Context: an optimization exercise on an open-source flow, tuned for small area and a short achievable clock period. The choices shown serve that exercise and are no tape-out recipe.
Where RTL was checked, it was by simulation tests only, not by an equivalence proof against the original.

run H:
Design gte_mac123, start of the top module:
module gte_mac123 (
   input  wire               clk,
   input  wire               reset,
   input  wire               trigger,
   input  wire signed [31:0] mul1,
   input  wire signed [31:0] mul2,
   input  wire signed [44:0] add,
   input  wire               sub,
   input  wire               swap,
   input  wire               save_shifted,
   input  wire               use_ir,
   input  wire               ir_shift,
   input  wire               ir_shift_flag,
   input  wire               sat_ir,
   input  wire               sat_ir_flag,
   input  wire               use_result,
   output wire signed [31:0] mac_result,
   output reg                mac_writeback,
   output wire signed [15:0] ir_result,
   output reg                ir_writeback,
   output reg  signed [44:0] mac_last,
   output wire signed [31:0] mac_shifted,
   output wire               flag_mac_uf,
   output wire               flag_mac_of,
  ...
export LEC_CHECK = 0
export ABC_AREA = 1
export CAP_MARGIN = 20
export CORE_MARGIN = 2
export CORE_UTILIZATION = 40
export SLEW_MARGIN = 20
export SYNTH_HIERARCHICAL = 1
create_clock -name core_clock -period 14.0 [get_ports {clk}]
standard.sh (not shown) runs the stock make flow with config.mk's settings and CLKGATE_MAP_FILE= SYNTH_SCRIPT=/design/flow/synth_recipe.tcl, a recipe that flattens the netlist after the stock synthesis.
==> flow/flow/run.sh <==
#!/bin/bash
# The standard layout (the standard.sh with its unchanged synthesis) with two
# changes to how the layout is made: the port buffers are plain buffers
# (sky130_fd_sc_hd__buf_1) instead of the delay cells buffer_ports picks by
# default, and ORFS's timing repair is asked for a setup margin past what the
# clock period needs. The clock and constraints are the design's.
# make's full output goes to make_finish.log in the work folder.
set -euo pipefail
here="$(cd "$(dirname "${BASH_SOURCE[0]}")/.." && pwd)"
cd "$here"
bash ./standard.sh "BUFFER_PORTS_ARGS=-buffer_cell sky130_fd_sc_hd__buf_1" \
  SETUP_SLACK_MARGIN=6.5 finish > make_finish.log 2>&1
Run H went all the way through synthesis, placement and routing and the layout is clean on timing, DRC and antenna.
## Diff of input files: run K against run H
--- a/flow/design.v
+++ b/flow/design.v
@@ -862,21 +862,23 @@
          mac_writeback <= trigger;
          ir_writeback  <= trigger & use_ir;
       end
    end
    wire [43:0] s3, c3;
    generate for (gj = 0; gj < 44; gj = gj + 1) begin : csa
       mac_fa u_fa (.a(a_r[gj]), .b(ps_r[gj]), .c(pc_r[gj]), .s(s3[gj]), .co(c3[gj]));
    end endgenerate
    wire [43:0] vb = {c3[42:0], cin_r};
-   wire [43:0] vg = s3 & vb;
+   wire [43:0] vg, vh;
+   generate for (gj = 0; gj < 44; gj = gj + 1) begin : cpa_in
+      mac_ha u_ha (.a(s3[gj]), .b(vb[gj]), .s(vh[gj]), .co(vg[gj]));
+   end endgenerate
    wire [43:0] vp = s3 | vb;
-   wire [43:0] vh = s3 ^ vb;
    wire va_g0_1 = vg[1] | (vp[1] & vg[0]);
    wire va_p0_1 = vp[1] & vp[0];
    wire va_g0_3 = vg[3] | (vp[3] & vg[2]);
    wire va_p0_3 = vp[3] & vp[2];
    wire va_g0_5 = vg[5] | (vp[5] & vg[4]);
    wire va_p0_5 = vp[5] & vp[4];
    wire va_g0_7 = vg[7] | (vp[7] & vg[6]);
    wire va_p0_7 = vp[7] & vp[6];
    wire va_g0_9 = vg[9] | (vp[9] & vg[8]);
@@ -1181,33 +1183,26 @@
    wire pcy_p4_0 = pcy_p3_2 & pcy_p3_0;
    wire pcy_g5_0 = pcy_g3_4 | (pcy_p3_4 & pcy_g4_0);
    wire pcy_p5_0 = pcy_p3_4 & pcy_p4_0;
    wire [43:0] vcy = {va_g5_43, va_g5_42, va_g5_41, va_g5_40, va_g5_39, va_g5_38, va_g5_37, va_g5_36, va_g5_35, va_g5_34, va_g5_33, va_g5_32, va_g4_31, va_g4_30, va_g4_29, va_g4_28, va_g4_27, va_g4_26, va_g4_25, va_g4_24, va_g4_23, va_g4_22, va_g4_21, va_g4_20, va_g4_19, va_g4_18, va_g4_17, va_g4_16, va_g3_15, va_g3_14, va_g3_13, va_g3_12, va_g3_11, va_g3_10, va_g3_9, va_g3_8, va_g2_7, va_g2_6, va_g2_5, va_g2_4, va_g1_3, va_g1_2, va_g0_1, vg[0]};              
    wire [43:0] vci = {vcy[42:0], 1'b0};       
    wire [43:0] pg = ps_r & pc_r;
    wire [43:0] pp_ = ps_r | pc_r;
    wire        pcarry = pcy_g5_0;
    wire        T44 = c3[43] ^ vcy[43] ^ z44_r ^ pcarry;
-   wire [43:0] V = vh ^ vci;
-   assign R = {T44, V ^ {44{inv_r}}};
+   assign R = {T44, (vh ^ {44{inv_r}}) ^ vci};
    assign mac_shifted = R[43:12];
    assign mac_result  = save_shifted_r ? R[43:12] : R[31:0];
    assign flag_mac_uf = mac_writeback & R[44] & ~R[43];
    assign flag_mac_of = mac_writeback & ~R[44] & R[43];
-   wire [43:0] vp1 = {vp[42:0], 1'b0};
-   wire [43:0] vg1 = {vg[42:0], 1'b0};
-   wire lo_z = &(~(vh[31:16] ^ vp1[31:16]));
-   wire lo_o = &(vh[31:16] ^ vg1[31:16]);
-   wire hi_z = &(~(vh[43:28] ^ vp1[43:28]));
-   wire hi_o = &(vh[43:28] ^ vg1[43:28]);
-   wire lo_big = ~(V[15] ? lo_o : lo_z);
-   wire hi_big = ~(V[27] ? hi_o : hi_z);
    wire lo_neg = R[31], hi_neg = R[43];
+   wire lo_big = ~(&R[31:15]) & (|R[31:15]);
+   wire hi_big = ~(&R[43:27]) & (|R[43:27]);
    wire        v_neg  = IRshift_1 ? hi_neg : lo_neg;
    wire        v_big  = IRshift_1 ? hi_big : lo_big;
    wire [15:0] v_low  = IRshift_1 ? R[27:12] : R[15:0];
    assign ir_result = ~ir_writeback ? 16'h0000 :
                       (satIR_1 & v_neg)  ? 16'h0000 :
                       v_big ? (v_neg ? 16'h8000 : 16'h7FFF) : v_low;
    wire        w_neg  = IRshiftFlag_1 ? hi_neg : lo_neg;
    wire        w_big  = IRshiftFlag_1 ? hi_big : lo_big;
    assign flag_ir = ir_writeback & ((satIRFlag_1 & w_neg) | w_big);
[summary]
- Compare run K and run H | setup slack higher: run H
- Between run K and run H, share of cell area taken by flip-flops and latches is higher for run K, run H comes in under that.
- Placed wire-length estimate after detailed placement of run K falls short of that of run H by a few percent.
- Sort run K and run H by die extent in y asc -> top: run K
- Of run K and run H, run H shows the higher clock buffer count, with run K below it.
- pc_r[37] as the timing endpoint of the critical path was reported by run H, and pc_r[34] by run K.
- The flow did not stop early for run K: all stages ran, and the layout cleared the timing, design-rule and antenna checks.
- Against run H, run K comes in 1 lower on post-cts repair resize count.
Function not checked in run H: the RTL went through the layout flow alone.

-- what the ideal ports hide --
No port has a modelled driver above. Below, the same layouts with a new extraction and two added sets of constraints.
Step 1 sets driving cells, clkbuf_16 on the clock port and buf_2 on the other inputs (assumed; they add their load-dependent delay and slew).
Step 2, shift: input delay + t, output delay - t, t = (earliest + latest rising clock arrival at the registers) / 2. This alone moves slack from input paths to output paths.
Slacks: no drivers / after step 1 / after step 2; pairs: no drivers / after step 1.
run	shift t [ns]	setup WS [ns]	worst setup path after step 2	latest minus earliest clock arrival (ns)	pins driven straight from the clock port
run H	0.539	6.631 / 6.664 / 6.125	input to register	0.022 / 0.022	1
run K	0.545	6.625 / 6.656 / 6.111	input to register	0.028 / 0.028	1
After both steps setup and hold are still met in every run listed. For run K, which loses most, drivers alone change the setup slack by +0.031 ns; drivers and shift together by -0.514 ns.
